What follows belongs to an exercise in optimizing a design on an open flow for small area; a production flow would make more cautious choices.
In this exercise RTL edits were held to simulation tests only and were not proved equivalent to the original.
The clock cells of runs 3 to 6 come from the design's own scripts or RTL, not from TritonCTS.
No driver is modelled on the clock port, so clock power and skew are understated where the tree is cut down; a real chip needs a root buffer or a tree.
Power figures rest on the tool's default switching activity, not on a simulated workload.

[flow/design.v]
module spimaster (
    input  wire        clk,
    input  wire        rst_n,
    input  wire        start,
    input  wire        load,
    input  wire [11:0] data_in,
    input  wire [3:0]  clk_div,
    output wire        busy,
    output wire        spi_cs_n,
    output reg         spi_sclk,
    output reg         spi_mosi
);
    localparam [4:0] P_IDLE = 5'd0;
    localparam [4:0] P_T0 = 5'd1;
    localparam [4:0] P_T1A = 5'd2;
    localparam [4:0] P_T1B = 5'd3;
    localparam [4:0] P_T2 = 5'd4;
    localparam [4:0] P_T3 = 5'd5;
    localparam [4:0] P_T4 = 5'd6;
    localparam [4:0] P_T5 = 5'd7;
    localparam [4:0] P_T6 = 5'd8;
    localparam [4:0] P_T7 = 5'd9;
    localparam [4:0] P_T8 = 5'd10;
    localparam [4:0] P_T9 = 5'd11;
    localparam [4:0] P_T10 = 5'd12;
    localparam [4:0] P_T11 = 5'd13;
    localparam [4:0] P_T12 = 5'd14;
    localparam [4:0] P_T13 = 5'd15;
    localparam [4:0] P_T14 = 5'd16;
    localparam [4:0] P_T15 = 5'd17;
    localparam [4:0] P_T16 = 5'd18;
    localparam [4:0] P_FIN = 5'd19;
    reg  [4:0]  P;
    reg  [3:0]  cnt;
    reg  [11:0] sr;
    wire zc   = (cnt == 4'd0);
    wire fall = zc & spi_sclk;
    always @(posedge clk or negedge rst_n) begin
        if (!rst_n) begin
            P <= P_IDLE;
        end else begin
            case (P)
            P_IDLE: if (start) P <= P_T0;
            P_T0:   P <= P_T1A;
            P_T1A:  P <= P_T1B;
            P_T1B: if (fall) P <= P_T2;
            P_T2: if (fall) P <= P_T3;
            P_T3: if (fall) P <= P_T4;
            P_T4: if (fall) P <= P_T5;
            P_T5: if (fall) P <= P_T6;
            P_T6: if (fall) P <= P_T7;
            P_T7: if (fall) P <= P_T8;
            P_T8: if (fall) P <= P_T9;
            P_T9: if (fall) P <= P_T10;
            P_T10: if (fall) P <= P_T11;
            P_T11: if (fall) P <= P_T12;
            P_T12: if (fall) P <= P_T13;
            P_T13: if (fall) P <= P_T14;
            P_T14: if (fall) P <= P_T15;
            P_T15: if (fall) P <= P_T16;
            P_T16: if (fall) P <= P_FIN;
            default: P <= P_IDLE;
            endcase
        end
    end
    assign busy     = (P != P_IDLE);
    assign spi_cs_n = ~busy;
    always @(posedge clk)
        cnt <= ((P == P_T0) || (cnt >= clk_div)) ? 4'd0 : cnt + 4'd1;
    always @(posedge clk or negedge rst_n) begin
        if (!rst_n) begin
            spi_sclk <= 1'b0;
            spi_mosi <= 1'b0;
        end else begin
            spi_sclk <= ((P == P_T1B) | (P == P_T2) | (P == P_T3) | (P == P_T4) | (P == P_T5) | (P == P_T6) | (P == P_T7) | (P == P_T8) | (P == P_T9) | (P == P_T10) | (P == P_T11) | (P == P_T12) | (P == P_T13) | (P == P_T14) | (P == P_T15) | (P == P_T16)) & (spi_sclk ^ zc);
            if (((P == P_IDLE) | (P == P_T0) | (P == P_FIN)))
                spi_mosi <= 1'b0;
            else if (fall && ((P == P_T2) | (P == P_T3) | (P == P_T4) | (P == P_T5) | (P == P_T6) | (P == P_T7) | (P == P_T8) | (P == P_T9) | (P == P_T10) | (P == P_T11) | (P == P_T12) | (P == P_T13) | (P == P_T14) | (P == P_T15)))
                spi_mosi <= ((P == P_T2) | (P == P_T3)) | sr[11];
        end
    end
    always @(posedge clk) begin
        if (load && ((P == P_IDLE) | (P == P_T16) | (P == P_FIN)))
            sr <= data_in;
        else if (fall && ((P == P_T4) | (P == P_T5) | (P == P_T6) | (P == P_T7) | (P == P_T8) | (P == P_T9) | (P == P_T10) | (P == P_T11) | (P == P_T12) | (P == P_T13) | (P == P_T14) | (P == P_T15)))
            sr <= {sr[10:0], 1'b0};
    end
endmodule
module spimaster_top (
    input  wire       clk,
    input  wire       rst_btn,
    input  wire [1:0] mode_sw,
    input  wire       start_btn,
    input  wire [3:0] clk_div_sw,
    input  wire [7:0] data_sw,
    output wire       led_busy,
    output wire [1:0] led_mode,
    output wire       spi_cs_n,
    output wire       spi_sclk,
    output wire       spi_mosi
);
    reg rst_btn_sync;
    always @(posedge clk) rst_btn_sync <= rst_btn;
    wire rst_n = rst_btn_sync;
    localparam [20-1:0] DINV = 20'd699050;
    localparam [20-1:0] DEND = 20'd801525;
    reg  [20-1:0] deb_q;
    reg             start_btn_sync;
    reg             start_pulse;
    wire [20-1:0] deb_s   = deb_q ^ DINV;
    wire            differ  = start_btn ^ start_btn_sync;
    wire            deb_end = (deb_s == DEND);
    wire            accept  = differ & deb_end;
    wire            deb_clr = ~rst_n | ~differ | deb_end;
    wire [20-1:0] deb_nx  = {deb_s[20-2:0], ~(deb_s[19] ^ deb_s[16])};
    always @(posedge clk) begin
        deb_q          <= deb_clr ? DINV : (deb_nx ^ DINV);
        start_btn_sync <= rst_n & (start_btn_sync ^ accept);
        start_pulse    <= rst_n & accept & start_btn;
    end
    localparam [23-1:0] AINV = 23'd2796202;
    reg  [23-1:0] auto_q;
    wire [23-1:0] auto_s  = auto_q ^ AINV;
    wire            auto_lo = (auto_s[23-2:0] == {(23-1){1'b0}});
    wire            auto_z  = auto_lo & ~auto_s[23-1];
    wire            auto_clr = ~rst_n | (mode_sw == 2'b00);
    wire [23-1:0] auto_nx = {auto_s[23-2:0], auto_s[22] ^ auto_s[17] ^ auto_lo};
    always @(posedge clk)
        auto_q <= auto_clr ? AINV : (auto_nx ^ AINV);
    wire spi_busy;
    wire auto_go = auto_z & ~spi_busy;
    reg [5:0] ramp;
    reg [5:0] sidx;
    always @(posedge clk or negedge rst_n) begin
        if (!rst_n) begin
            ramp <= 6'd0;
            sidx <= 6'd0;
        end else begin
            if (mode_sw == 2'b10 && auto_go) ramp <= ramp + 6'd1;
            if (mode_sw == 2'b11 && auto_go) sidx <= sidx + 6'd1;
        end
    end
    wire [11:0] sine;
    assign sine[0] = (sidx == 6'd2)
        | (sidx == 6'd3)
        | (sidx == 6'd4)
        | (sidx == 6'd6)
        | (sidx == 6'd8)
        | (sidx == 6'd10)
        | (sidx == 6'd12)
        | (sidx == 6'd13)
        | (sidx == 6'd14)
        | (sidx == 6'd18)
        | (sidx == 6'd19)
        | (sidx == 6'd20)
        | (sidx == 6'd22)
        | (sidx == 6'd26)
        | (sidx == 6'd28)
        | (sidx == 6'd29)
        | (sidx == 6'd30);
    assign sine[1] = (sidx == 6'd2)
        | (sidx == 6'd4)
        | (sidx == 6'd5)
        | (sidx == 6'd6)
        | (sidx == 6'd8)
        | (sidx == 6'd10)
        | (sidx == 6'd11)
        | (sidx == 6'd12)
        | (sidx == 6'd14)
        | (sidx == 6'd19)
        | (sidx == 6'd21)
        | (sidx == 6'd27)
        | (sidx == 6'd29);
    assign sine[2] = (sidx == 6'd2)
        | (sidx == 6'd4)
        | (sidx == 6'd5)
        | (sidx == 6'd8)
        | (sidx == 6'd11)
        | (sidx == 6'd12)
        | (sidx == 6'd14)
        | (sidx == 6'd19)
        | (sidx == 6'd22)
        | (sidx == 6'd26)
        | (sidx == 6'd29);
    assign sine[3] = (sidx == 6'd2)
        | (sidx == 6'd7)
        | (sidx == 6'd8)
        | (sidx == 6'd9)
        | (sidx == 6'd14)
        | (sidx == 6'd19)
        | (sidx == 6'd20)
        | (sidx == 6'd21)
        | (sidx == 6'd22)
        | (sidx == 6'd23)
        | (sidx == 6'd25)
        | (sidx == 6'd26)
        | (sidx == 6'd27)
        | (sidx == 6'd28)
        | (sidx == 6'd29);
    assign sine[4] = (sidx == 6'd1)
        | (sidx == 6'd3)
        | (sidx == 6'd7)
        | (sidx == 6'd8)
        | (sidx == 6'd9)
        | (sidx == 6'd13)
        | (sidx == 6'd15)
        | (sidx == 6'd17)
        | (sidx == 6'd18)
        | (sidx == 6'd20)
        | (sidx == 6'd21)
        | (sidx == 6'd22)
        | (sidx == 6'd26)
        | (sidx == 6'd27)
        | (sidx == 6'd28)
        | (sidx == 6'd30)
        | (sidx == 6'd31);
    assign sine[5] = (sidx == 6'd3)
        | (sidx == 6'd4)
        | (sidx == 6'd5)
        | (sidx == 6'd6)
        | (sidx == 6'd8)
        | (sidx == 6'd10)
        | (sidx == 6'd11)
        | (sidx == 6'd12)
        | (sidx == 6'd13)
        | (sidx == 6'd17)
        | (sidx == 6'd18)
        | (sidx == 6'd23)
        | (sidx == 6'd25)
        | (sidx == 6'd30)
        | (sidx == 6'd31);
    assign sine[6] = (sidx == 6'd3)
        | (sidx == 6'd6)
        | (sidx == 6'd7)
        | (sidx == 6'd8)
        | (sidx == 6'd9)
        | (sidx == 6'd10)
        | (sidx == 6'd13)
        | (sidx == 6'd17)
        | (sidx == 6'd18)
        | (sidx == 6'd20)
        | (sidx == 6'd21)
        | (sidx == 6'd27)
        | (sidx == 6'd28)
        | (sidx == 6'd30)
        | (sidx == 6'd31);
    assign sine[7] = (sidx == 6'd1)
        | (sidx == 6'd4)
        | (sidx == 6'd5)
        | (sidx == 6'd7)
        | (sidx == 6'd8)
        | (sidx == 6'd9)
        | (sidx == 6'd11)
        | (sidx == 6'd12)
        | (sidx == 6'd15)
        | (sidx == 6'd18)
        | (sidx == 6'd19)
        | (sidx == 6'd22)
        | (sidx == 6'd26)
        | (sidx == 6'd29)
        | (sidx == 6'd30);
    assign sine[8] = (sidx == 6'd1)
        | (sidx == 6'd2)
        | (sidx == 6'd4)
        | (sidx == 6'd6)
        | (sidx == 6'd7)
        | (sidx == 6'd8)
        | (sidx == 6'd9)
        | (sidx == 6'd10)
        | (sidx == 6'd12)
        | (sidx == 6'd14)
        | (sidx == 6'd15)
        | (sidx == 6'd19)
        | (sidx == 6'd21)
        | (sidx == 6'd27)
        | (sidx == 6'd29);
    assign sine[9] = (sidx == 6'd2)
        | (sidx == 6'd5)
        | (sidx == 6'd6)
        | (sidx == 6'd7)
        | (sidx == 6'd8)
        | (sidx == 6'd9)
        | (sidx == 6'd10)
        | (sidx == 6'd11)
        | (sidx == 6'd14)
        | (sidx == 6'd17)
        | (sidx == 6'd19)
        | (sidx == 6'd20)
        | (sidx == 6'd28)
        | (sidx == 6'd29)
        | (sidx == 6'd31);
    assign sine[10] = (sidx == 6'd3)
        | (sidx == 6'd4)
        | (sidx == 6'd5)
        | (sidx == 6'd6)
        | (sidx == 6'd7)
        | (sidx == 6'd8)
        | (sidx == 6'd9)
        | (sidx == 6'd10)
        | (sidx == 6'd11)
        | (sidx == 6'd12)
        | (sidx == 6'd13)
        | (sidx == 6'd17)
        | (sidx == 6'd18)
        | (sidx == 6'd30)
        | (sidx == 6'd31);
    assign sine[11] = sidx[5]
        | (sidx == 6'd0)
        | (sidx == 6'd1)
        | (sidx == 6'd2)
        | (sidx == 6'd3)
        | (sidx == 6'd4)
        | (sidx == 6'd5)
        | (sidx == 6'd6)
        | (sidx == 6'd7)
        | (sidx == 6'd8)
        | (sidx == 6'd9)
        | (sidx == 6'd10)
        | (sidx == 6'd11)
        | (sidx == 6'd12)
        | (sidx == 6'd13)
        | (sidx == 6'd14)
        | (sidx == 6'd15)
        | (sidx == 6'd16);
    reg [11:0] pattern;
    always @(*) begin
        case (mode_sw)
            2'b00:   pattern = {4'h0, data_sw};
            2'b01:   pattern = 12'h000;
            2'b10:   pattern = {ramp, 6'd0};
            default: pattern = sine;
        endcase
    end
    reg [1:0] ctrl;
    wire trig = (ctrl == 2'b00) &
                ((mode_sw == 2'b00) ? start_pulse : auto_go);
    always @(posedge clk or negedge rst_n) begin
        if (!rst_n)
            ctrl <= 2'b00;
        else case (ctrl)
            2'b00:   if (trig) ctrl <= 2'b01;
            2'b01:   ctrl <= 2'b11;
            default: ctrl <= spi_busy ? 2'b10 : 2'b00;
        endcase
    end
    spimaster spi_inst (
        .clk(clk),
        .rst_n(rst_n),
        .start(ctrl == 2'b11),
        .load(trig),
        .data_in(pattern),
        .clk_div(clk_div_sw),
        .busy(spi_busy),
        .spi_cs_n(spi_cs_n),
        .spi_sclk(spi_sclk),
        .spi_mosi(spi_mosi)
    );
    assign led_busy = spi_busy;
    assign led_mode = mode_sw;
endmodule
[flow/flow/run.sh]
#!/bin/bash
# Own layout flow: the standard layout (standard.sh) with these changes:
#  - clock tree: large sink clusters and no dummy loads (flow/cts_args.txt).
# Each tool's output is in orfs/logs/; make's own output in standard_make.log.
set -euo pipefail
W=$(pwd)
export MY_ABC_SCRIPT="$W/flow/area.abc"
export CTS_ARGS="$(cat "$W/flow/cts_args.txt")"
if [[ -f "$W/flow/port_args.txt" ]]; then
  export BUFFER_PORTS_ARGS="$(cat "$W/flow/port_args.txt")"
fi
bash standard.sh SYNTH_SCRIPT="$W/flow/area_synth.tcl" finish > "$W/standard_make.log" 2>&1
[flow/flow/area.abc]
strash
&get -n
&deepsyn -I 20 -J 100
&put
dch -f
amap
topo
[flow/flow/area_synth.tcl]
# synth_recipe.tcl, with ABC run on flow/area.abc (no delay target) instead of
# the script and -D ORFS's synth.tcl passes it.
proc abc {args} {
  set new {}
  set skip 0
  foreach a $args {
    if {$skip} { set skip 0; continue }
    if {$a eq "-script" || $a eq "-D"} { set skip 1; continue }
    lappend new $a
  }
  yosys abc -script $::env(MY_ABC_SCRIPT) {*}$new
}
source [file join [file dirname [file normalize [info script]]] .. synth_recipe.tcl]
[flow/flow/cts_args.txt]
-sink_clustering_enable -repair_clock_nets -dont_use_dummy_load -sink_clustering_size 100 -sink_clustering_max_diameter 500 -buf_list {sky130_fd_sc_hd__clkbuf_8 sky130_fd_sc_hd__clkbuf_16}
[flow/flow/port_args.txt]
-buffer_cell sky130_fd_sc_hd__buf_1
[flow/standard.sh]
#!/bin/bash
# synth_recipe.tcl (not shown) runs the flow's synth.tcl, then flattens the netlist and writes it again
# the make line also repeats each setting of config.mk as NAME=value (left out here)
make -C /OpenROAD-flow-scripts/flow DESIGN_CONFIG=/design/flow/config.mk WORK_HOME=/design/flow/orfs CLKGATE_MAP_FILE= SYNTH_SCRIPT=/design/flow/synth_recipe.tcl "${@:-finish}"
[flow/config.mk]
export PLATFORM = sky130hd
export DESIGN_NAME = spimaster_top
export DESIGN_NICKNAME = spimaster_top
export VERILOG_FILES = /design/flow/design.v
export SDC_FILE = /design/flow/constraint.sdc
export NUM_CORES = 4
export LEC_CHECK = 0
export CAP_MARGIN = 20
export CORE_MARGIN = 2
export CORE_UTILIZATION = 40
export SLEW_MARGIN = 20
[flow/constraint.sdc]
create_clock -name core_clock -period 10.0 [get_ports {clk}]
set_input_delay 2.0000 -clock core_clock [delete_from_list [all_inputs] [get_ports {clk}]]
set_output_delay 2.0000 -clock core_clock [all_outputs]
set_load 0.01 [all_outputs]
==> key figures, run 1 <==
Logic synthesis
  – Cell taking the most area after synthesis: dfxtp_1
  – Synthesized net count: 392
  – Seq cells post-synth: 83
  – Synth warn: 2
  – Avg Inst Size Synth: 9.27 sq um
  – Synth top area cells: dfxtp_1 (30%), dfrtp_1 (16%), edfxtp_1 (11%), nor2_1 (8.1%), clkinv_1 (5.1%)
  – Post-synth ARST share: 0.253
  – Yosys cell types: 32
  – Synth top area share: 0.298
  – Synth Cell Area: 0.00336 sq mm
  – Top_reg_cell synth: dfxtp_1
  – Post-Synthesis Cells: 363
  – Seq/Total Area, Yosys: 0.561
  – Post-synth EDFFs: 12

Cells and area
  – Nets: 426
  – Layout cells sized above 1: 0.0304
  – Core Util, Final: 0.454
  – Commonest non-fill, non-tap cell in the layout: nor2_1
  – Diodes inserted: 0
  – P&R area growth vs syn: 10.3%
  – Most frequent cells in the layout: nor2_1 (73), dfxtp_1 (50), clkinv_1 (46)
  – Fillers: 800

CTS
  – CTS tree: done
  – Num Clock Sinks: 83
  – CTS Hold Bufs: 0
  – Root Driver: clkbuf_8
  – Skew-Pair Late Insertion Delay: 0.34 ns
  – Clk slew on worst S/H paths: 0.07 ns
  – CTS buffer count: 9
  – Post-CTS Setup Inserts: 0
  – CTS Buffer Depth: 2
  – CTS resizes: 0
  – CTS H-tree depth: 3

Route
  – Iter 0 DRT Violations: 80
  – DR vias: 2488
  – Number of remaining DRC errors: 0
  – Post-route ant nets: 0
  – Routed length per instance: 12.1 um
  – Total length of routed wires: 6050 um
  – First-pass DRT Iterations: 4
  – Avg Vias per Cell: 4.98

Die
  – Die area: 0.00916 sq mm
  – Initial core utilization: 0.412
  – Core Rows: 33
  – Die Ht: 95.7 um
  – Core area: 0.00818 sq mm
  – Boundary pin count: 23
  – Die width: 95.7 um

Power
  – P_leak: 1.38 nW
  – Peak supply drop: 0.0855 mV
  – Pwr Density: 231 mW/mm^2

STA
  – Worst Skew: 0.0144 ns
  – Final Max Tran Viols: 0
  – Final critical-path required period: 4.44 ns
  – Relative slew slack: 0.476
  – Setup Viol. Count Final: 0
  – Slew @ Worst Pin: 0.783 ns
  – RSZ-0062 raised after global routing: no
  – Hold Fails Final Rpt: 0
  – FMAX: 0.225 GHz
  – TNS Setup: 0 ns
  – Tcrit/Tclk final: 0.444

Setup path
  – Critical Path Max Stage Delay: 0.22 ns
  – CP dominant cell by count: buf_1
  – Worst-path maximum fanout: 5
  – Critical path endpoint category: output port
  – Worst path bufs/invs: 2
  – Largest delay contributor family on the critical path: buffers and inverters
  – R2R setup slack: 5.77 ns
  – Worst path cell trace: buf_1, buf_1
  – Critical path's slowest cell: buf_1
  – Worst Setup Start Kind: primary input
  – Critical Path RT: 8.00 ns
  – Arrival time at the worst endpoint: 2.44 ns
  – Critical path class: in -> out

Global route
  – First-pass GRT wire length: 10400 um
  – Vias in the first global route: 2368
  – Initial antenna violation count: 0
  – Gr ovfl total: 0
  – Largest net degree at the start of global routing: 25
  – Tot GR Track Use: 0.150

Place
  – Gpl congestion: 0.867
  – IO Port Bufs: 22
  – Final HPWL DP: 4510 um

Hold path
  – Hold crit path type: reg -> async

Flow run
  – # Max-Cap Violations: 0

Run status
  – Status: timing/DRC/antenna clean
-- metrics by stage --
step                setup WS (ns)  instances  hold WS (ns)  cell area (sq um)  power, mW
floorplan                    5.88        363         0.289               3360      0.618
global placement             5.57        491         0.224               3590      0.679
finish                       5.56        500         0.210               3710      0.856
detailed placement           5.57        491         0.225               3590      0.683
global route                 5.21        500         0.269               3710      0.928
CTS                          5.57        500         0.228               3710      0.867
-- cell type report --
type,count,area (sq um),share of cell area
Sequential cell,83,1890,0.509
Multi-Input combinational cell,232,1290,0.348
Inverter,46,173,0.0465
Tap cell,105,131,0.0354
Clock buffer,9,124,0.0334
Timing Repair Buffer,25,105,0.0283
-- flip-flops by register name, indices dropped and copies added, names as in the netlist --
name               cells
deb_q                 20
spi_inst.cnt           4
spi_inst.sr           12
rst_btn_sync           1
sidx                   6
spi_inst.spi_mosi      1
start_pulse            1
spi_inst.spi_sclk      1
auto_q                23
start_btn_sync         1
ctrl                   2
ramp                   6
spi_inst.P             5
-- Yosys cell counts (3+ instances only) --
library cell	number
nor2_1	73
dfxtp_1	50
clkinv_1	46
nand2_1	27
o21ai_0	26
dfrtp_1	21
edfxtp_1	12
ha_1	12
or2_0	12
a22oi_1	9
nor3_1	9
a21oi_1	8
nand4_1	8
o221ai_1	8
a211oi_1	7
o21a_1	4
or4_1	4
nor2b_1	3
-- metal layers --
| metal | global-route usage | routed length (um) | up-vias |
|---|---|---|---|
| met5 | 0 | 0 | - |
| li1 | - | - | 1312 |
| met2 | 0.226 | 2700 | 44 |
| met4 | 0.0893 | 141 | 0 |
| met3 | 0.0345 | 234 | 12 |
| met1 | 0.197 | 2980 | 1120 |
-- kinds of logic (layout without fill, tap and decap cells) --
group                    Yosys count  after routing  synth area share
AND/OR/NAND/NOR                  147            147             0.197
flip-flops                        83             83             0.561
AO/OA/AOI/OAI                     73             73             0.142
buffers and inverters             48             80            0.0558
adder cells (fa/ha/maj)           12             12            0.0446
-- where the power goes --
group          leakage [nW]  internal (mW)  switching (mW)
sequential            0.758          0.390          0.0375
combinational         0.555         0.0938           0.155
clock                0.0647         0.0805           0.100
-- path summary, 6_finish.rpt --
| kind | start | endpoint | depth (start not counted) |
|---|---|---|---|
| setup reg to reg | spi_inst.P[3] | spi_inst.sr[10] | 15 |
| hold reg to reg | rst_btn_sync | ctrl[0] | 1 |
| hold / removal | rst_btn_sync | ctrl[0] | 1 |
| min in group core_clock | deb_q[14] | deb_q[15] | 1 |
| setup / recovery | mode_sw[1] | led_mode[1] | 2 |
| max in group asynchronous | rst_btn_sync | spi_inst.P[3] | 1 |
==> run 2, diff against run 1 <==
==> flow/flow/run.sh (replaced) <==
#!/bin/bash
# Own layout flow: the standard layout (standard.sh) with these changes:
#  - synthesis: no adder cells (ADDER_MAP_FILE empty), so ABC also maps the
#    adders and comparators;
#  - clock tree: no dummy loads (flow/cts_args.txt);
#  - port buffers: sky130_fd_sc_hd__buf_1 (flow/port_args.txt).
# Each tool's output is in orfs/logs/; make's own output in standard_make.log.
set -euo pipefail
W=$(pwd)
export MY_ABC_SCRIPT="$W/flow/area.abc"
export CTS_ARGS="$(cat "$W/flow/cts_args.txt")"
if [[ -f "$W/flow/port_args.txt" ]]; then
  export BUFFER_PORTS_ARGS="$(cat "$W/flow/port_args.txt")"
fi
bash standard.sh SYNTH_SCRIPT="$W/flow/area_synth.tcl" ADDER_MAP_FILE= finish > "$W/standard_make.log" 2>&1
==> key figures, run 2 <==
CTS
  – Clk slew on worst S/H paths: 0.08 ns (about the same)
  – Skew-Pair Late Insertion Delay: 0.34 ns (about the same)
  – Post-CTS Setup Inserts: 0 (unchanged)
  – Root Driver: clkbuf_8
  – CTS tree: done
  – CTS H-tree depth: 3 (unchanged)
  – CTS Hold Bufs: 0 (unchanged)
  – CTS buffer count: 9 (unchanged)
  – CTS resizes: 0 (unchanged)
  – CTS Buffer Depth: 2 (unchanged)
  – Num Clock Sinks: 83 (unchanged)

Logic synthesis
  – Yosys cell types: 34 (+6.3%)
  – Fraction of the mapped netlist area in simple logic gates: 0.212 (+0.0147)
  – Post-synth ARST share: 0.253 (unchanged)
  – Avg Inst Size Synth: 9.04 sq um (-2.5%)
  – Seq cells post-synth: 83 (unchanged)
  – Synth warn: 2 (unchanged)
  – Seq/Total Area, Yosys: 0.595 (+0.0341)
  – Post-Synthesis Cells: 351 (-3.3%)
  – Top_reg_cell synth: dfxtp_1
  – XOR/XNOR share of the synthesized area: 0 (unchanged)
  – Post-Synth Adder-Cell Area: 0 (-0.0446)
  – Cell taking the most area after synthesis: dfxtp_1
  – Synth top area share: 0.316 (+0.0181)
  – Synth top area cells: dfxtp_1 (32%), dfrtp_1 (17%), edfxtp_1 (11%), nor2_1 (8.9%), nand2_1 (4.9%)
  – Most common cell in the netlist: nor2_1
  – Largest family of logic cells by synthesized area: simple AND/OR/NAND/NOR gates
  – Mux share of post-synthesis cell area: 0 (unchanged)
  – Synth Cell Area: 0.00317 sq mm (-5.7%)
  – Post-synth EDFFs: 12 (unchanged)
  – Synthesized net count: 368 (-6.1%)
  – Compound-Gate Fraction of Synth Area: 0.142 (+0.000718)
  – Commonest cells post-synth: nor2_1 (75), dfxtp_1 (50), nand2_1 (41)

STA
  – Tcrit/Tclk final: 0.475 (+0.0312)
  – Final critical-path required period: 4.75 ns (+0.312 ns)
  – Setup Viol. Count Final: 0 (unchanged)
  – RSZ-0062 raised after global routing: no
  – Hold Fails Final Rpt: 0 (unchanged)
  – Worst Skew: 0.0232 ns (+0.00875 ns)
  – Relative slew slack: 0.447 (-0.0285)
  – TNS Setup: 0 ns (unchanged)
  – FMAX: 0.211 GHz (-6.6%)
  – Slew @ Worst Pin: 0.826 ns (+0.0426 ns)
  – Final Max Tran Viols: 0 (unchanged)

Route
  – Total length of routed wires: 6300 um (+4.1%)
  – First-pass DRT Iterations: 5 (+1)
  – DR vias: 2482 (-0.24%)
  – Number of remaining DRC errors: 0 (unchanged)
  – Iter 0 DRT Violations: 110 (+38%)
  – Post-route ant nets: 0 (unchanged)
  – Avg Vias per Cell: 5.14 (+3.3%)
  – Routed length per instance: 13.0 um (+7.8%)

Setup path
  – CP dominant cell by count: nor2_1
  – Critical Path Max Stage Delay: 0.67 ns (+0.45 ns)
  – Critical path class: in -> reg
  – Worst path cell trace: buf_1, nor2_1, o32ai_1, nor2_1, clkinv_1, a31oi_1, o21ai_0, o32a_1
  – Worst Setup Start Kind: primary input
  – Largest delay contributor family on the critical path: simple AND/OR/NAND/NOR gates
  – Critical path's slowest cell: nor2_1
  – Critical path endpoint category: flop
  – Critical Path RT: 10.09 ns (+2.09 ns)
  – Arrival time at the worst endpoint: 4.84 ns (+2.40 ns)
  – Worst path bufs/invs: 2 (unchanged)
  – Worst-path maximum fanout: 13 (+8)

Power
  – Cell Int Power: 0.536 mW (-5.0%)
  – P_leak: 1.29 nW (-6.3%)
  – Reg power frac: 0.545 (+0.046)
  – Peak supply drop: 0.0894 mV (+4.5%)
  – Comb power frac: 0.229 (-0.061)
  – P_sw: 0.253 mW (-13%)
  – Clk network pwr share: 0.227 (+0.016)
  – Pwr Density: 226 mW/mm^2 (-2.3%)
  – Sw Ratio: 0.321 (-0.0204)

Cells and area
  – Nets: 400 (-6.1%)
  – Layout cells sized above 1: 0.0262 (-0.00413)
  – Most frequent cells in the layout: nor2_1 (75), dfxtp_1 (50), nand2_1 (41)
  – Largest register FFs: 23 (unchanged)
  – Largest Register: auto_q
  – Commonest non-fill, non-tap cell in the layout: nor2_1
  – Regs by FF count: auto_q: 23 flops, deb_q: 20 flops, spi_inst.sr: 12 flops
  – P&R area growth vs syn: 10.3% (about the same)
  – Core Util, Final: 0.455 (+0.00130)
  – Diodes inserted: 0 (unchanged)

Die
  – Core Rows: 32 (-3.0%)
  – Die width: 93.0 um (-2.8%)
  – Die Ht: 93.0 um (-2.8%)
  – Initial core utilization: 0.413 (+0.00106)
  – Boundary pin count: 23 (unchanged)
  – Core area: 0.00769 sq mm (-6.0%)
  – Die area: 0.00866 sq mm (-5.5%)

Global route
  – Initial antenna violation count: 0 (unchanged)
  – Tot GR Track Use: 0.163 (+0.0133)
  – Vias in the first global route: 2465 (+4.1%)
  – Gr ovfl total: 0 (unchanged)
  – Largest net degree at the start of global routing: 24 (-4.0%)
  – First-pass GRT wire length: 11000 um (+5.7%)

Flow run
  – # Max-Cap Violations: 0 (unchanged)

Place
  – IO Port Bufs: 22 (unchanged)
  – Final HPWL DP: 4770 um (+5.7%)
  – Gpl congestion: 0.867 (unchanged)

Run status
  – Status: timing/DRC/antenna clean

Hold path
  – Hold crit path type: reg -> async
## run 2: layout make-up
class / instances / area [sq um]
Clock buffer: 9 / 124
Inverter: 39 / 146
Multi-Input combinational cell: 227 / 1120
Tap cell: 102 / 128
Timing Repair Buffer: 23 / 90.1
Fill cell: 785 / 4190
Sequential cell: 83 / 1890
## run 2: through the flow
| step | power [mW] | cells | setup WS [ns] | instance area [sq um] | hold slack, ns |
|---|---|---|---|---|---|
| 2_1_floorplan | 0.565 | 351 | 5.84 | 3170 | 0.289 |
| 5_1_grt | 0.847 | 483 | 5.00 | 3500 | 0.229 |
| 3_3_place_gp | 0.613 | 474 | 5.05 | 3370 | 0.212 |
| 3_5_place_dp | 0.618 | 474 | 4.90 | 3370 | 0.218 |
| 6_report | 0.789 | 483 | 5.25 | 3500 | 0.197 |
| 4_1_cts | 0.799 | 483 | 5.26 | 3500 | 0.206 |
## run 2: worst paths after layout
check | start | end | slack [ns] | depth (start not counted)
max | mode_sw[1] | spi_inst.sr[7] | 5.25 | 8
min | rst_btn_sync | sidx[2] | 0.20 | 1
max reg2reg | auto_q[10] | spi_inst.sr[7] | 6.18 | 12
min reg2reg | rst_btn_sync | sidx[2] | 0.20 | 1
max in group asynchronous | rst_btn_sync | ctrl[0] | 9.54 | 1
min in group core_clock | deb_q[14] | deb_q[15] | 0.37 | 1
## run 2: metal layers
metal  share of wire  routed length [um]  vias to the layer above  track usage
met5               0                   0                        -            0
li1                -                   -                     1266            -
met1            0.46                2920                     1153        0.200
met4           0.023                 144                        0       0.0711
met2            0.47                2970                       49        0.266
met3           0.043                 270                       14       0.0500
## run 2: power groups by stage
stage	sequential, mW	clock, mW	combinational (mW)
CTS	0.430	0.188	0.182
floorplan	0.429	0	0.136
global placement	0.436	0	0.177
finish	0.430	0.179	0.180
detailed placement	0.437	0	0.181
global route	0.437	0.202	0.209
## run 2: logic make-up after synthesis
| kind of cell | after synthesis |
|---|---|
| simple gates | 156 |
| flops | 83 |
| compound gates | 71 |
| buf+inv | 41 |
==> run 3, diff against run 2 <==
--- a/flow/design.v
+++ b/flow/design.v
@@ -65,8 +65,12 @@
     end
     assign busy     = (P != P_IDLE);
     assign spi_cs_n = ~busy;
+    wire [3:0] gt_b = cnt & ~clk_div;
+    wire [3:0] eq_b = ~(cnt ^ clk_div);
+    wire cnt_ge = gt_b[3] | (eq_b[3] & (gt_b[2] | (eq_b[2] & (gt_b[1] | (eq_b[1] & (gt_b[0] | eq_b[0]))))));
+    wire [3:0] cnt_t = {&cnt[2:0], &cnt[1:0], cnt[0], 1'b1};
     always @(posedge clk)
-        cnt <= ((P == P_T0) || (cnt >= clk_div)) ? 4'd0 : cnt + 4'd1;
+        cnt <= ((P == P_T0) || cnt_ge) ? 4'd0 : cnt ^ cnt_t;
     always @(posedge clk or negedge rst_n) begin
         if (!rst_n) begin
             spi_sclk <= 1'b0;
@@ -131,13 +135,15 @@
     wire auto_go = auto_z & ~spi_busy;
     reg [5:0] ramp;
     reg [5:0] sidx;
-    always @(posedge clk or negedge rst_n) begin
+    wire [5:0] ramp_t = {&ramp[4:0], &ramp[3:0], &ramp[2:0], &ramp[1:0], ramp[0], 1'b1};
+    wire [5:0] sidx_t = {&sidx[4:0], &sidx[3:0], &sidx[2:0], &sidx[1:0], sidx[0], 1'b1};
+    always @(posedge clk) begin
         if (!rst_n) begin
             ramp <= 6'd0;
             sidx <= 6'd0;
         end else begin
-            if (mode_sw == 2'b10 && auto_go) ramp <= ramp + 6'd1;
-            if (mode_sw == 2'b11 && auto_go) sidx <= sidx + 6'd1;
+            if (mode_sw == 2'b10 && auto_go) ramp <= ramp ^ ramp_t;
+            if (mode_sw == 2'b11 && auto_go) sidx <= sidx ^ sidx_t;
         end
     end
     wire [11:0] sine;
@@ -334,7 +340,7 @@
     reg [1:0] ctrl;
     wire trig = (ctrl == 2'b00) &
                 ((mode_sw == 2'b00) ? start_pulse : auto_go);
-    always @(posedge clk or negedge rst_n) begin
+    always @(posedge clk) begin
         if (!rst_n)
             ctrl <= 2'b00;
         else case (ctrl)
==> flow/flow/run.sh (replaced) <==
#!/bin/bash
# Own layout flow: the standard layout (standard.sh) with these changes:
#  - clock tree: built by flow/pre_cts.tcl (the clock port drives a few
#    clkbuf_8, each feeding a group of nearby flip-flops) in place of
#    TritonCTS; the rest of ORFS's CTS step (legalisation, timing repair)
#    runs unchanged;
#  - port buffers: sky130_fd_sc_hd__buf_1 (flow/port_args.txt).
# Each tool's output is in orfs/logs/; make's own output in standard_make.log.
set -euo pipefail
W=$(pwd)
export MY_ABC_SCRIPT="$W/flow/area.abc"
export PRE_CTS_TCL="$W/flow/pre_cts.tcl"
export BUFFER_PORTS_ARGS="$(cat "$W/flow/port_args.txt")"
bash standard.sh SYNTH_SCRIPT="$W/flow/area_synth.tcl" ADDER_MAP_FILE= finish > "$W/standard_make.log" 2>&1
==> flow/flow/area.abc (replaced) <==
strash
&get -n
&deepsyn -I 4 -J 50
&dch -f
&nf -a -R 1000 -C 32 -F 8 -A 8
&put
topo
==> flow/flow/pre_cts.tcl (new file) <==
# PRE_CTS hook: build the clock tree by hand and make the CTS call in ORFS's
# cts.tcl a no-op; the rest of cts.tcl (legalisation, timing repair) runs as
# usual. The clock port drives one root buffer (clkbuf_4), which drives K
# leaf buffers (clkbuf_8), one per group of about 14 flip-flops; the groups
# come from recursive bisection of the flip-flops' positions, and each leaf
# buffer starts at its group's centroid, the root at the leaves' centroid.

proc manual_cts_bisect {pts k} {
  if {$k <= 1} { return [list $pts] }
  set xs [lsort -integer -index 1 $pts]
  set ys [lsort -integer -index 2 $pts]
  set w [expr {[lindex $xs end 1] - [lindex $xs 0 1]}]
  set h [expr {[lindex $ys end 2] - [lindex $ys 0 2]}]
  set s [expr {$w >= $h ? $xs : $ys}]
  set k1 [expr {$k / 2}]
  set k2 [expr {$k - $k1}]
  set n [llength $s]
  set m [expr {($n * $k1) / $k}]
  return [concat [manual_cts_bisect [lrange $s 0 [expr {$m - 1}]] $k1] \
                 [manual_cts_bisect [lrange $s $m end] $k2]]
}

proc manual_cts {rootmaster bufmaster per_buf} {
  set block [ord::get_db_block]
  set clknet [$block findNet clk]
  set sinks {}
  foreach it [$clknet getITerms] {
    if {[$it isInputSignal]} {
      set bb [[$it getInst] getBBox]
      lappend sinks [list $it [expr {([$bb xMin] + [$bb xMax]) / 2}] [expr {([$bb yMin] + [$bb yMax]) / 2}]]
    }
  }
  set n [llength $sinks]
  set k [expr {($n + $per_buf - 1) / $per_buf}]
  if {$k > 4 * 64} { error "manual_cts: too many sinks" }
  set master [[ord::get_db] findMaster $bufmaster]
  # root buffer: the clock port drives only this one cell
  set root [odb::dbInst_create $block [[ord::get_db] findMaster $rootmaster] "clkbuf_manual_root"]
  set rootnet [odb::dbNet_create $block "clknet_manual_root"]
  $rootnet setSigType CLOCK
  [$root findITerm A] connect $clknet
  [$root findITerm X] connect $rootnet
  set rx 0
  set ry 0
  set gi 0
  foreach grp [manual_cts_bisect $sinks $k] {
    set sx 0
    set sy 0
    foreach s $grp {
      incr sx [lindex $s 1]
      incr sy [lindex $s 2]
    }
    set inst [odb::dbInst_create $block $master "clkbuf_manual_$gi"]
    set net [odb::dbNet_create $block "clknet_manual_$gi"]
    $net setSigType CLOCK
    set cx [expr {$sx / [llength $grp]}]
    set cy [expr {$sy / [llength $grp]}]
    incr rx $cx
    incr ry $cy
    $inst setLocation $cx $cy
    $inst setPlacementStatus PLACED
    [$inst findITerm A] connect $rootnet
    [$inst findITerm X] connect $net
    foreach s $grp {
      set it [lindex $s 0]
      $it disconnect
      $it connect $net
    }
    puts "manual_cts: clkbuf_manual_$gi drives [llength $grp] clock pins"
    incr gi
  }
  $root setLocation [expr {$rx / $gi}] [expr {$ry / $gi}]
  $root setPlacementStatus PLACED
}

manual_cts sky130_fd_sc_hd__clkbuf_4 sky130_fd_sc_hd__clkbuf_8 14
proc clock_tree_synthesis {args} { puts "clock_tree_synthesis skipped: clock tree built by pre_cts.tcl" }
set_propagated_clock [all_clocks]
removed: flow/flow/cts_args.txt
==> key figures, run 3 <==
Setup path
  – Critical path class: in -> out
  – Critical Path RT: 8.00 ns (-2.09 ns)
  – Worst r2r path cells: 13 (+1)
  – FF-to-FF End: spi_inst.sr[6]
  – Largest delay contributor family on the critical path: buffers and inverters
  – Worst-path maximum fanout: 8 (-5)
  – CP Depth: 2 (-6)
  – Worst path cell trace: buf_1, buf_1
  – Worst path bufs/invs: 2 (unchanged)
  – Critical path's slowest cell: buf_1
  – Critical Path Max Stage Delay: 0.25 ns (-0.42 ns)
  – R2R setup slack: 5.87 ns (-0.31 ns)
  – Arrival time at the worst endpoint: 2.44 ns (-2.40 ns)
  – Critical path endpoint category: output port
  – CP dominant cell by count: buf_1
  – Worst Setup Start Kind: primary input
  – Worst r2r src: spi_inst.P[4]

Place
  – IO Port Bufs: 22 (unchanged)
  – Gpl congestion: 0.939 (+8.4%)
  – Setup Slack @ Placement: 5.50 ns (+0.605 ns)
  – Final HPWL DP: 4380 um (-8.2%)

Cells and area
  – Fillers: 793 (+1.0%)
  – Most frequent cells in the layout: dfxtp_1 (64), nand2_1 (58), nor2_1 (47)
  – Diodes inserted: 0 (unchanged)
  – Regs by FF count: auto_q: 23 flops, deb_q: 20 flops, spi_inst.sr: 12 flops
  – Largest register FFs: 23 (unchanged)
  – Layout cells sized above 1: 0.0249 (-0.00132)
  – Nets: 380 (-5.0%)
  – P&R area growth vs syn: 9.55%
  – Multi-input logic area: 0.00128 sq mm (+14%)
  – Core Util, Final: 0.448 (-0.00716)
  – Commonest non-fill, non-tap cell in the layout: dfxtp_1
  – Reg area: 0.00182 sq mm (-3.7%)
  – Largest Register: auto_q

Route
  – Number of remaining DRC errors: 0 (unchanged)
  – Total length of routed wires: 6130 um (-2.8%)
  – Avg Vias per Cell: 5.29 (+2.9%)
  – DR vias: 2448 (-1.4%)
  – Routed length per instance: 13.2 um (+1.4%)
  – First-pass DRT Iterations: 5 (unchanged)
  – Iter 0 DRT Violations: 109 (-0.91%)
  – Post-route ant nets: 0 (unchanged)

STA
  – Final Max Tran Viols: 0 (unchanged)
  – Setup slack after layout: 5.56 ns (+0.311 ns)
  – Tcrit/Tclk final: 0.444 (-0.0311)
  – Setup Viol. Count Final: 0 (unchanged)
  – TNS Setup: 0 ns (unchanged)
  – RSZ-0062 raised after global routing: no
  – Relative slew slack: 0.390 (-0.0569)
  – FMAX: 0.225 GHz (+7.0%)
  – Hold Fails Final Rpt: 0 (unchanged)
  – Final critical-path required period: 4.44 ns (-0.311 ns)
  – Slew @ Worst Pin: 0.913 ns (+0.0871 ns)
  – Worst Skew: 0.0145 ns (-0.00864 ns)

Logic synthesis
  – Post-synth ARST share: 0.0843 (-0.169)
  – Cell taking the most area after synthesis: dfxtp_1
  – Top_reg_cell synth: dfxtp_1
  – Synth Cell Area: 0.00314 sq mm (-0.91%)
  – Post-synth EDFFs: 12 (unchanged)
  – Seq/Total Area, Yosys: 0.578 (-0.0168)
  – Commonest cells post-synth: dfxtp_1 (64), nand2_1 (58), nor2_1 (47)
  – Synth warn: 2 (unchanged)
  – Synth top area share: 0.408 (+0.0921)
  – Most common cell in the netlist: dfxtp_1
  – Synthesized net count: 349 (-5.2%)
  – Synth top area cells: dfxtp_1 (41%), edfxtp_1 (11%), nand2_1 (6.9%), nor2_1 (5.6%), dfrtp_1 (5.6%)
  – Avg Inst Size Synth: 9.47 sq um (+4.8%)
  – Yosys cell types: 40 (+18%)
  – Post-Synthesis Cells: 332 (-5.4%)
  – Seq cells post-synth: 83 (unchanged)

Power
  – P_leak: 1.24 nW (-4.0%)
  – Peak supply drop: 0.0750 mV (-16%)
  – Pwr Density: 197 mW/mm^2 (-13%)

Die
  – Die area: 0.00858 sq mm (-0.87%)
  – Boundary pin count: 23 (unchanged)
  – Initial core utilization: 0.409 (-0.00374)
  – Die width: 92.6 um (-0.44%)
  – Core area: 0.00769 sq mm (unchanged)
  – Die Ht: 92.6 um (-0.44%)
  – Core Rows: 32 (unchanged)

Global route
  – Initial antenna violation count: 0 (unchanged)
  – First-pass GRT wire length: 10300 um (-6.4%)
  – Gr ovfl total: 0 (unchanged)
  – Tot GR Track Use: 0.141 (-0.0221)
  – Vias in the first global route: 2237 (-9.2%)
  – Largest net degree at the start of global routing: 28 (+17%)

Hold path
  – Hold crit path type: reg -> async

Run status
  – Status: timing/DRC/antenna clean

CTS
  – CTS Hold Bufs: 0 (unchanged)
  – CTS resizes: 0 (unchanged)
  – Post-CTS Setup Inserts: 0 (unchanged)
  – Skew-Pair Late Insertion Delay: 0.40 ns (+0.06 ns)
  – Clk slew on worst S/H paths: 0.09 ns (about the same)

Flow run
  – # Max-Cap Violations: 0 (unchanged)
## run 3: changes by cell type after synthesis, sizes merged, moves of 6 or more
cell	delta
nor2	-28
nand2	+17
dfxtp	+14
nor3b	+9
o22ai	-6
dfrtp	-14
clkinv	-31
## run 3: worst max path at each step
stage / from / to
6_report: mode_sw[1] / led_mode[1]
5_1_grt: spi_inst.P[4] / spi_inst.sr[6]
4_1_cts: mode_sw[0] / led_mode[0]
3_5_place_dp: mode_sw[1] / spi_inst.sr[6]
3_3_place_gp: mode_sw[0] / led_mode[0]
2_1_floorplan: mode_sw[0] / led_mode[0]
## run 3: cell families after synthesis
logic type      Yosys count  synth area share
compound gates           61             0.130
flops                    83             0.578
xor+xnor                  7            0.0195
buf+inv                  10            0.0143
mux                       2           0.00637
simple gates            169             0.252
## run 3: final cells by class
class | instances | area share
sequential | 83 | 0.528
tap | 102 | 0.0371
multi-input combinational | 239 | 0.372
timing repair buffer | 24 | 0.0283
inverter | 8 | 0.00872
buffer | 7 | 0.0262
## run 3: routing by layer
metal  vias up  GRT usage  part of all wire
li1       1237          -                 -
met1      1141      0.209              0.49
met2        56      0.226              0.43
met3        14     0.0146             0.051
met4         0     0.0294             0.022
met5         -          0                 0
## run 3: stage by stage
step	instance area, sq um	power (mW)	std cells	hold WS [ns]
global route	3440	0.721	463	0.396
finish	3440	0.678	463	0.366
detailed placement	3350	0.532	456	0.366
floorplan	3140	0.499	332	0.216
CTS	3440	0.687	463	0.381
global placement	3350	0.531	456	0.362
## run 3: power breakdown
part           total (mW)  switching, mW  internal, mW
registers           0.411         0.0322         0.379
logic               0.113         0.0644        0.0489
clock network       0.154         0.0957        0.0584
total               0.678          0.192         0.486
==> run 4, diff against run 3 <==
==> flow/flow/area.abc (replaced) <==
strash
&get -n
&deepsyn -I 20 -J 100
&dch -f
&nf -a -R 1000 -C 32 -F 8 -A 8
&put
topo
==> key figures, run 4 <==
Run status
  – Status: timing/DRC/antenna clean

Place
  – Final HPWL DP: 4280 um (-2.2%)
  – Gpl congestion: 0.953 (+1.5%)
  – IO Port Bufs: 22 (unchanged)
  – Placed cell count: 465 (+2.0%)

STA
  – TNS Setup: 0 ns (unchanged)
  – Tcrit/Tclk final: 0.460 (+0.0161)
  – Setup Viol. Count Final: 0 (unchanged)
  – FMAX: 0.218 GHz (-3.5%)
  – Slew @ Worst Pin: 0.831 ns (-0.0820 ns)
  – Worst Skew: 0.0172 ns (+0.00268 ns)
  – Relative slew slack: 0.445 (+0.0544)
  – RSZ-0062 raised after global routing: no
  – Final critical-path required period: 4.60 ns (+0.161 ns)
  – Final Max Tran Viols: 0 (unchanged)
  – Hold Fails Final Rpt: 0 (unchanged)

Global route
  – Tot GR Track Use: 0.139 (-0.00194)
  – Vias in the first global route: 2210 (-1.2%)
  – Gr ovfl total: 0 (unchanged)
  – Busiest grt layer: met2
  – Met3 Use GR: 0.0236 (+0.00895)
  – Initial antenna violation count: 0 (unchanged)
  – M2 GR Usage: 0.224 (-0.00182)
  – Largest net degree at the start of global routing: 27 (-3.6%)
  – GR Util met1: 0.203 (-0.00612)
  – First-pass GRT wire length: 10200 um (-0.94%)

Cells and area
  – Layout cells sized above 1: 0.0270 (+0.00210)
  – Regs by FF count: auto_q: 23 flops, deb_q: 20 flops, spi_inst.sr: 12 flops
  – Nets: 389 (+2.4%)
  – P&R area growth vs syn: 9.80%
  – Most frequent cells in the layout: dfxtp_1 (64), nand2_1 (56), nor2_1 (55)
  – Fillers: 751 (-5.3%)
  – Commonest non-fill, non-tap cell in the layout: dfxtp_1
  – Final std cells w/o fill: 472 (+1.9%)
  – Diodes inserted: 0 (unchanged)
  – Largest register FFs: 23 (unchanged)
  – Largest Register: auto_q

CTS
  – Post-CTS Setup Inserts: 0 (unchanged)
  – Skew-Pair Late Insertion Delay: 0.41 ns (about the same)
  – Clk slew on worst S/H paths: 0.09 ns (about the same)
  – CTS Hold Bufs: 0 (unchanged)
  – CTS resizes: 0 (unchanged)

Die
  – Die width: 92.6 um (about the same)
  – Core Rows: 32 (unchanged)
  – Boundary pin count: 23 (unchanged)
  – Die Ht: 92.6 um (about the same)
  – Core area: 0.00765 sq mm (-0.52%)
  – Die area: 0.00858 sq mm (about the same)
  – Initial core utilization: 0.411 (+0.00181)

Route
  – DR vias: 2399 (-2.0%)
  – Iter 0 DRT Violations: 158 (+45%)
  – Routed length per instance: 12.6 um (-4.4%)
  – Avg Vias per Cell: 5.08 (-3.9%)
  – First-pass DRT Iterations: 5 (unchanged)
  – Number of remaining DRC errors: 0 (unchanged)
  – Total length of routed wires: 5970 um (-2.6%)
  – Post-route ant nets: 0 (unchanged)

Setup path
  – Worst Setup EP: spi_inst.sr[9]
  – Largest delay contributor family on the critical path: simple AND/OR/NAND/NOR gates
  – Critical path class: in -> reg
  – Critical Path RT: 10.17 ns (+2.17 ns)
  – Worst r2r src: spi_inst.P[4]
  – Critical path endpoint category: flop
  – Worst path bufs/invs: 2 (unchanged)
  – Worst r2r path cells: 12 (-1)
  – R2R setup slack: 5.60 ns (-0.27 ns)
  – Worst path cell trace: buf_1, nor2_1, mux2i_1, or2_0, clkinv_1, nand4b_1, or2_0, nor2_1, mux2i_1, xor2_1, a221o_1
  – Arrival time at the worst endpoint: 4.77 ns (+2.33 ns)
  – Worst-path maximum fanout: 14 (+6)
  – Worst Setup Start Kind: primary input
  – CP Depth: 11 (+9)
  – CP startpoint: mode_sw[0]
  – FF-to-FF End: spi_inst.sr[9]
  – Critical path's slowest cell: or2_0
  – Critical Path Max Stage Delay: 0.62 ns (+0.37 ns)

Logic synthesis
  – Seq/Total Area, Yosys: 0.578 (about the same)
  – Most common cell in the netlist: dfxtp_1
  – Post-synth ARST share: 0.0843 (unchanged)
  – Seq cells post-synth: 83 (unchanged)
  – Post-Synthesis Cells: 340 (+2.4%)
  – Top_reg_cell synth: dfxtp_1
  – Synth Cell Area: 0.00314 sq mm (about the same)
  – Synth top area share: 0.408 (about the same)
  – Cell taking the most area after synthesis: dfxtp_1
  – Avg Inst Size Synth: 9.24 sq um (-2.4%)
  – Synth warn: 2 (unchanged)
  – Synth top area cells: dfxtp_1 (41%), edfxtp_1 (11%), nand2_1 (6.7%), nor2_1 (6.6%), dfrtp_1 (5.6%)
  – Yosys cell types: 40 (unchanged)
  – Synthesized net count: 357 (+2.3%)
  – Commonest cells post-synth: dfxtp_1 (64), nand2_1 (56), nor2_1 (55)
  – Post-synth EDFFs: 12 (unchanged)

Power
  – P_leak: 1.26 nW (+1.7%)
  – Clk network pwr share: 0.226 (about the same)
  – P_sw: 0.189 mW (-1.6%)
  – Reg power frac: 0.597 (-0.009)
  – Comb power frac: 0.177 (+0.010)
  – Pwr Density: 196 mW/mm^2 (-0.39%)
  – Peak supply drop: 0.124 mV (+65%)
  – Cell Int Power: 0.487 mW (+0.28%)
  – Sw Ratio: 0.280 (-0.00383)

Flow run
  – # Max-Cap Violations: 0 (unchanged)

Hold path
  – Hold crit path type: reg -> async
[run 4: changes by cell type after synthesis, sizes merged, moves of 3 or more]
cell and delta:
nor2 +8, a22oi +3, o21ai +6, a222oi -3, nand3b -3, nor3b -4, clkinv +5, nand3 +4
[run 4: routing by layer]
layer / vias to the layer above / share of wire
met5: - / 0
met3: 9 / 0.044
met2: 35 / 0.45
met4: 0 / 0.014
li1: 1244 / -
met1: 1111 / 0.49
[run 4: cells by family after synthesis]
kind of cell / synth area share
flip-flops: 0.578
adder cells (fa/ha/maj): 0.00637
AO/OA/AOI/OAI: 0.126
multiplexers: 0.00637
AND/OR/NAND/NOR: 0.241
XOR/XNOR: 0.0223
buffers and inverters: 0.0203
[run 4: power by group through the flow]
stage	Combinational [mW]	Clock [mW]	Sequential (mW)
floorplan	0.0895	0	0.409
global placement	0.119	0	0.412
detailed placement	0.121	0	0.411
CTS	0.121	0.161	0.404
global route	0.136	0.173	0.410
finish	0.120	0.153	0.404
[run 4: worst min path at each step]
stage / startpoint / to / cells after the start
global route: rst_btn_sync / spi_inst.P[0] / 1
floorplan: rst_btn_sync / spi_inst.P[0] / 0
global placement: rst_btn_sync / spi_inst.P[0] / 1
CTS: rst_btn_sync / spi_inst.P[0] / 1
detailed placement: rst_btn_sync / spi_inst.P[0] / 1
finish: rst_btn_sync / spi_inst.P[0] / 1
[run 4: metrics by stage]
| step | cell area (sq um) | hold slack (ns) | util | total power [mW] | setup WS (ns) |
|---|---|---|---|---|---|
| after global routing | 3450 | 0.228 | 0.451 | 0.720 | 5.07 |
| after CTS | 3450 | 0.199 | 0.451 | 0.686 | 5.43 |
| after global placement | 3360 | 0.193 | 0.439 | 0.530 | 5.12 |
| final | 3450 | 0.196 | 0.451 | 0.677 | 5.40 |
| after detailed placement | 3360 | 0.205 | 0.439 | 0.532 | 4.97 |
| after floorplan | 3140 | 0.206 | - | 0.498 | 5.67 |
[run 4: layout make-up]
cell class	count	area [sq um]	share of cell area
Sequential cell	83	1820	0.527
Multi-Input combinational cell	242	1260	0.365
Tap cell	102	128	0.0370
Timing Repair Buffer	25	105	0.0305
Buffer	7	90.1	0.0261
Inverter	13	48.8	0.0142
==> run 5, diff against run 4 <==
==> flow/flow/area.abc (replaced) <==
strash
&get -n
&deepsyn -I 4 -J 50
&dch -f
&nf -a -R 1000 -C 32 -F 8 -A 8
&put
topo
--- a/flow/flow/pre_cts.tcl
+++ b/flow/flow/pre_cts.tcl
@@ -73,6 +73,6 @@
   $root setPlacementStatus PLACED
 }
 
-manual_cts sky130_fd_sc_hd__clkbuf_4 sky130_fd_sc_hd__clkbuf_8 14
+manual_cts sky130_fd_sc_hd__clkbuf_2 sky130_fd_sc_hd__clkbuf_8 17
 proc clock_tree_synthesis {args} { puts "clock_tree_synthesis skipped: clock tree built by pre_cts.tcl" }
 set_propagated_clock [all_clocks]
--- a/flow/config.mk
+++ b/flow/config.mk
@@ -7,5 +7,5 @@
 export LEC_CHECK = 0
 export CAP_MARGIN = 20
 export CORE_MARGIN = 2
-export CORE_UTILIZATION = 40
+export CORE_UTILIZATION = 60
 export SLEW_MARGIN = 20
==> key figures, run 5 <==
Setup path
  – Critical path's slowest cell: buf_1
  – Largest delay contributor family on the critical path: buffers and inverters
  – R2R setup slack: 5.67 ns (+0.07 ns)
  – Worst path cell trace: buf_1, buf_1
  – Critical Path RT: 8.00 ns (-2.17 ns)
  – Worst Setup Start Kind: primary input
  – Worst r2r src: spi_inst.P[4]
  – CP dominant cell by count: buf_1
  – Worst-path maximum fanout: 8 (-6)
  – Worst path bufs/invs: 2 (unchanged)
  – FF-to-FF End: spi_inst.sr[6]
  – Critical path class: in -> out
  – Worst r2r path cells: 12 (unchanged)
  – Arrival time at the worst endpoint: 2.45 ns (-2.32 ns)
  – Critical path endpoint category: output port
  – Critical Path Max Stage Delay: 0.23 ns (-0.39 ns)

CTS
  – Post-CTS Setup Inserts: 0 (unchanged)
  – Clk slew on worst S/H paths: 0.10 ns (about the same)
  – CTS resizes: 0 (unchanged)
  – Skew-Pair Late Insertion Delay: 0.47 ns (+0.06 ns)
  – CTS Hold Bufs: 0 (unchanged)

STA
  – Final critical-path required period: 4.45 ns (-0.150 ns)
  – Relative slew slack: 0.416 (-0.0287)
  – Setup slack after layout: 5.55 ns (+0.150 ns)
  – Setup Viol. Count Final: 0 (unchanged)
  – Tcrit/Tclk final: 0.445 (-0.0150)
  – Hold Fails Final Rpt: 0 (unchanged)
  – RSZ-0062 raised after global routing: no
  – Worst Skew: 0.0180 ns (+0.000787 ns)
  – Final Max Tran Viols: 0 (unchanged)
  – FMAX: 0.225 GHz (+3.4%)
  – TNS Setup: 0 ns (unchanged)
  – Slew @ Worst Pin: 0.875 ns (+0.0435 ns)

Route
  – Routed length per instance: 13.2 um (+4.3%)
  – Iter 0 DRT Violations: 186 (+18%)
  – DR WL met2: 2660 um (-1.1%)
  – First-pass DRT Iterations: 4 (-1)
  – Number of remaining DRC errors: 0 (unchanged)
  – Avg Vias per Cell: 5.59 (+9.9%)
  – Post-route ant nets: 0 (unchanged)
  – Top routing layer in use: met4
  – Total length of routed wires: 5660 um (-5.2%)
  – Met3 wire length: 232 um (-12%)
  – Routed length on met1: 2690 um (-8.3%)
  – DR vias: 2397 (-0.083%)

Global route
  – Tot GR Track Use: 0.195 (+0.0555)
  – Gr ovfl total: 0 (unchanged)
  – Vias in the first global route: 2252 (+1.9%)
  – First-pass GRT wire length: 9790 um (-4.2%)
  – Largest net degree at the start of global routing: 28 (+3.7%)
  – Initial antenna violation count: 0 (unchanged)

Power
  – Sw Ratio: 0.283 (+0.00297)
  – P_leak: 1.23 nW (-2.6%)
  – Reg power frac: 0.621 (+0.024)
  – Comb power frac: 0.169 (-0.008)
  – Clk network pwr share: 0.210 (-0.016)
  – P_sw: 0.187 mW (-1.2%)
  – Pwr Density: 196 mW/mm^2 (-0.20%)
  – Cell Int Power: 0.475 mW (-2.6%)
  – Power Total: 0.662 mW (-2.2%)
  – Peak supply drop: 0.151 mV (+22%)

Flow run
  – # Max-Cap Violations: 0 (unchanged)

Cells and area
  – Final std cells w/o fill: 429 (-9.1%)
  – Nets: 378 (-2.8%)
  – Largest Register: auto_q
  – Largest register FFs: 23 (unchanged)
  – Fillers: 436 (-42%)
  – Most frequent cells in the layout: dfxtp_1 (64), nand2_1 (58), nor2_1 (47)
  – Regs by FF count: auto_q: 23 flops, deb_q: 20 flops, spi_inst.sr: 12 flops
  – Commonest non-fill, non-tap cell in the layout: dfxtp_1
  – Layout cells sized above 1: 0.0195 (-0.00753)
  – Diodes inserted: 0 (unchanged)
  – P&R area growth vs syn: 7.52%

Place
  – Final HPWL DP: 4130 um (-3.6%)
  – Placed cell count: 423 (-9.0%)
  – Gpl congestion: 0.832 (-13%)
  – IO Port Bufs: 22 (unchanged)
  – Setup Slack @ Placement: 5.19 ns (+0.212 ns)

Logic synthesis
  – Top_reg_cell synth: dfxtp_1
  – Synth top area cells: dfxtp_1 (41%), edfxtp_1 (11%), nand2_1 (6.9%), nor2_1 (5.6%), dfrtp_1 (5.6%)
  – Avg Inst Size Synth: 9.47 sq um (+2.5%)
  – Yosys cell types: 40 (unchanged)
  – Cell taking the most area after synthesis: dfxtp_1
  – Most common cell in the netlist: dfxtp_1
  – Synth Cell Area: 0.00314 sq mm (about the same)
  – Post-synth EDFFs: 12 (unchanged)
  – Seq cells post-synth: 83 (unchanged)
  – Synth top area share: 0.408 (about the same)
  – Post-Synthesis Cells: 332 (-2.4%)
  – Seq/Total Area, Yosys: 0.578 (about the same)
  – Commonest cells post-synth: dfxtp_1 (64), nand2_1 (58), nor2_1 (47)
  – Post-synth ARST share: 0.0843 (unchanged)
  – Synth warn: 2 (unchanged)
  – Synthesized net count: 349 (-2.2%)

Die
  – Core Rows: 26 (-19%)
  – Die area: 0.00583 sq mm (-32%)
  – Die Ht: 76.4 um (-18%)
  – Core area: 0.00507 sq mm (-34%)
  – Die width: 76.4 um (-18%)
  – Initial core utilization: 0.619 (+0.209)
  – Boundary pin count: 23 (unchanged)

Hold path
  – Hold crit path type: reg -> async

Run status
  – Status: timing/DRC/antenna clean
[run 5: changes by cell type in the layout (fill, tap and decap cells not counted), moves of 3 or more]
cell / before / now
a22oi_1: 5 / 2
nand3b_1: 0 / 3
nor3b_1: 5 / 9
nor2_1: 55 / 47
clkinv_1: 13 / 8
o21ai_0: 19 / 13
a222oi_1: 3 / 6
nand3_1: 10 / 6
[run 5: metrics by stage]
stage / utilization / cell area [sq um] / hold WS [ns]
after global routing: 0.666 / 3380 / 0.393
final: 0.666 / 3380 / 0.332
after global placement: 0.651 / 3310 / 0.357
after detailed placement: 0.651 / 3310 / 0.367
after floorplan: - / 3140 / 0.216
after CTS: 0.666 / 3380 / 0.361
[run 5: cell families after synthesis]
family | count (synthesis) | synth area share
AND/OR/NAND/NOR | 169 | 0.252
flip-flops | 83 | 0.578
AO/OA/AOI/OAI | 61 | 0.130
buffers and inverters | 10 | 0.0143
XOR/XNOR | 7 | 0.0195
multiplexers | 2 | 0.00637
[run 5: worst register-to-register path, delay by kind of cell (launching register included)]
kind               cells  cell delay, ns
DFF                    1            0.47
AOI/OAI and AO/OA      2            0.35
muxes                  1            0.18
and+or+nand+nor        9            3.15
[run 5: how the worst max path moves through the flow]
| stage | start | end | cells past startpoint |
|---|---|---|---|
| floorplan | mode_sw[0] | led_mode[0] | 1 |
| global placement | mode_sw[1] | spi_inst.sr[5] | 10 |
| detailed placement | mode_sw[1] | spi_inst.sr[6] | 11 |
| CTS | mode_sw[0] | led_mode[0] | 2 |
| global route | spi_inst.P[4] | spi_inst.sr[6] | 12 |
| finish | mode_sw[0] | led_mode[0] | 2 |
[run 5: power groups by stage]
stage / sequential [mW] / clock [mW] / combinational (mW)
2_1_floorplan: 0.412 / 0 / 0.0869
3_3_place_gp: 0.418 / 0 / 0.110
3_5_place_dp: 0.419 / 0 / 0.113
4_1_cts: 0.411 / 0.144 / 0.113
5_1_grt: 0.418 / 0.155 / 0.128
6_report: 0.411 / 0.139 / 0.112
[run 5: routing by layer]
layer,global-route usage,vias up
met5,0,-
met4,0.0309,0
met3,0.0190,6
met2,0.340,44
met1,0.271,1111
li1,-,1236
[run 5: layout make-up]
class / count / area [sq um] / area share
timing repair buffer: 23 / 90.1 / 0.0267
sequential: 83 / 1820 / 0.538
tap: 70 / 87.6 / 0.0259
inverter: 8 / 30.0 / 0.00889
multi-input combinational: 239 / 1280 / 0.379
buffer: 6 / 73.8 / 0.0218
==> run 6, diff against run 5 <==
==> flow/flow/area.abc (replaced) <==
strash
&get -n
&deepsyn -I 20 -J 100
&dch -f
&nf -a -R 1000 -C 32 -F 8 -A 8
&put
topo
--- a/flow/flow/pre_cts.tcl
+++ b/flow/flow/pre_cts.tcl
@@ -1,7 +1,7 @@
 # PRE_CTS hook: build the clock tree by hand and make the CTS call in ORFS's
 # cts.tcl a no-op; the rest of cts.tcl (legalisation, timing repair) runs as
-# usual. The clock port drives one root buffer (clkbuf_4), which drives K
-# leaf buffers (clkbuf_8), one per group of about 14 flip-flops; the groups
+# usual. The clock port drives one root buffer (clkbuf_2), which drives K
+# leaf buffers (clkbuf_8), one per group of about 17 flip-flops; the groups
 # come from recursive bisection of the flip-flops' positions, and each leaf
 # buffer starts at its group's centroid, the root at the leaves' centroid.
 
==> key figures, run 6 <==
Logic synthesis
  – Top_reg_cell synth: dfxtp_1
  – Synth top area cells: dfxtp_1 (41%), edfxtp_1 (11%), nand2_1 (6.7%), nor2_1 (6.6%), dfrtp_1 (5.6%)
  – Synth Cell Area: 0.00314 sq mm (about the same)
  – Seq cells post-synth: 83 (unchanged)
  – Synth top area share: 0.408 (about the same)
  – Post-synth EDFFs: 12 (unchanged)
  – Yosys cell types: 40 (unchanged)
  – Post-synth ARST share: 0.0843 (unchanged)
  – Most common cell in the netlist: dfxtp_1
  – Avg Inst Size Synth: 9.24 sq um (-2.4%)

STA
  – Final critical-path required period: 4.56 ns (+0.117 ns)
  – Relative slew slack: 0.434 (+0.0174)
  – Tcrit/Tclk final: 0.456 (+0.0117)
  – Worst Skew: 0.0124 ns (-0.00556 ns)
  – TNS Setup: 0 ns (unchanged)
  – Setup slack after layout: 5.44 ns (-0.117 ns)
  – Slew @ Worst Pin: 0.849 ns (-0.0261 ns)
  – RSZ-0062 raised after global routing: no
  – Final Max Tran Viols: 0 (unchanged)
  – Setup Viol. Count Final: 0 (unchanged)
  – Hold Fails Final Rpt: 0 (unchanged)
  – Worst-case hold slack: 0.323 ns (-0.00928 ns)

Place
  – Setup Slack @ Placement: 4.97 ns (-0.215 ns)
  – Gpl congestion: 0.892 (+7.2%)
  – IO Port Bufs: 22 (unchanged)

Setup path
  – Worst-path maximum fanout: 14 (+6)
  – R2R setup slack: 5.66 ns (about the same)
  – Critical path endpoint category: flop
  – Worst r2r path cells: 12 (unchanged)
  – Critical Path Max Stage Delay: 0.63 ns (+0.40 ns)
  – Critical path class: in -> reg
  – Critical path's slowest cell: or2_0
  – Worst Setup Start Kind: primary input

Die
  – Initial core utilization: 0.619 (about the same)
  – Core Rows: 26 (unchanged)
  – Die width: 76.3 um (about the same)
  – Core area: 0.00507 sq mm (unchanged)
  – Die area: 0.00583 sq mm (about the same)
  – Die Ht: 76.3 um (about the same)

Power
  – P_sw: 0.186 mW (-0.56%)
  – Cell Int Power: 0.476 mW (+0.29%)
  – Power Total: 0.662 mW (about the same)
  – P_leak: 1.25 nW (+1.7%)
  – Reg power frac: 0.614 (-0.007)
  – Comb power frac: 0.177 (+0.008)
  – Pwr Density: 196 mW/mm^2 (about the same)
  – Sw Ratio: 0.281 (-0.00171)

Route
  – Number of remaining DRC errors: 0 (unchanged)
  – Routed length per instance: 13.0 um (-1.3%)
  – DR vias: 2429 (+1.3%)
  – Total length of routed wires: 5700 um (+0.80%)
  – First-pass DRT Iterations: 5 (+1)
  – Avg Vias per Cell: 5.55 (-0.75%)

Cells and area
  – Nets: 387 (+2.4%)
  – Largest Register: auto_q
  – Final instance area: 0.00338 sq mm (+0.15%)
  – Most frequent cells in the layout: dfxtp_1 (64), nand2_1 (56), nor2_1 (55)
  – P&R area growth vs syn: 7.77%
  – Layout cells sized above 1: 0.0217 (+0.00224)
  – Largest register FFs: 23 (unchanged)
  – Regs by FF count: auto_q: 23 flops, deb_q: 20 flops, spi_inst.sr: 12 flops
  – Commonest non-fill, non-tap cell in the layout: dfxtp_1

Run status
  – Status: timing/DRC/antenna clean

Global route
  – Vias in the first global route: 2251 (-0.044%)
  – Tot GR Track Use: 0.198 (+0.00318)
  – Largest net degree at the start of global routing: 27 (-3.6%)
  – Initial antenna violation count: 0 (unchanged)

CTS
  – Post-CTS Setup Inserts: 0 (unchanged)
  – Clk slew on worst S/H paths: 0.10 ns (about the same)
  – Skew-Pair Late Insertion Delay: 0.46 ns (about the same)
  – CTS resizes: 0 (unchanged)
## run 6: cell families (layout without fill, tap and decap cells)
kind of cell    count (synthesis)  in the layout  share of synthesized area
buf+inv                        15             43                     0.0203
simple gates                  167            167                      0.241
xor+xnor                        8              8                     0.0223
flops                          83             83                      0.578
fa+ha+maj                       2              2                    0.00637
compound gates                 63             63                      0.126
mux                             2              2                    0.00637
## run 6: stage by stage
stage / cells / utilization
after floorplan: 340 / -
after global placement: 432 / 0.652
after detailed placement: 432 / 0.652
after CTS: 438 / 0.667
after global routing: 438 / 0.667
final: 438 / 0.667
## run 6: how the worst max path moves through the flow
stage,slack (ns),start,endpoint,depth (start not counted)
after global placement,5.12,mode_sw[0],spi_inst.sr[9],11
after floorplan,5.67,mode_sw[1],spi_inst.sr[9],10
after detailed placement,4.97,mode_sw[0],spi_inst.sr[9],11
final,5.44,mode_sw[0],spi_inst.sr[9],11
after CTS,5.46,mode_sw[0],spi_inst.sr[9],11
after global routing,5.05,mode_sw[0],spi_inst.sr[9],11
## run 6: critical path, delay by kind of cell
| family | cells | cell delay, ns |
|---|---|---|
| simple gates | 5 | 1.47 |
| mux | 2 | 0.52 |
| compound gates | 1 | 0.27 |
| xor+xnor | 1 | 0.13 |
| buf+inv | 2 | 0.39 |
## run 6: layer usage
metal | vias to the layer above | global-route usage | share of wire
li1 | 1247 | - | -
met1 | 1110 | 0.283 | 0.48
met2 | 62 | 0.332 | 0.46
met3 | 10 | 0.0237 | 0.046
met4 | 0 | 0.0345 | 0.017
met5 | - | 0 | 0
## run 6: layout make-up
type / count / area [sq um]
flip-flops and latches: 83 / 1820
fillers: 433 / 1690
multi-input cells: 242 / 1260
repair buffers: 24 / 97.6
well taps: 70 / 87.6
plain buffers: 6 / 73.8
inverters: 13 / 48.8
## run 6: power by group through the flow
stage	registers, mW	logic (mW)	clock network (mW)
after floorplan	0.409	0.0895	0
after global placement	0.413	0.116	0
after detailed placement	0.414	0.117	0
after CTS	0.407	0.118	0.144
after global routing	0.412	0.133	0.155
final	0.407	0.117	0.138

Check on run 6: ideal ports give 5.437 ns setup slack; a clkbuf_16 on the clock port and buf_2 on the inputs give 5.440 ns; moving port delays by the midpoint clock arrival (0.475 ns) as well gives 4.965 ns.
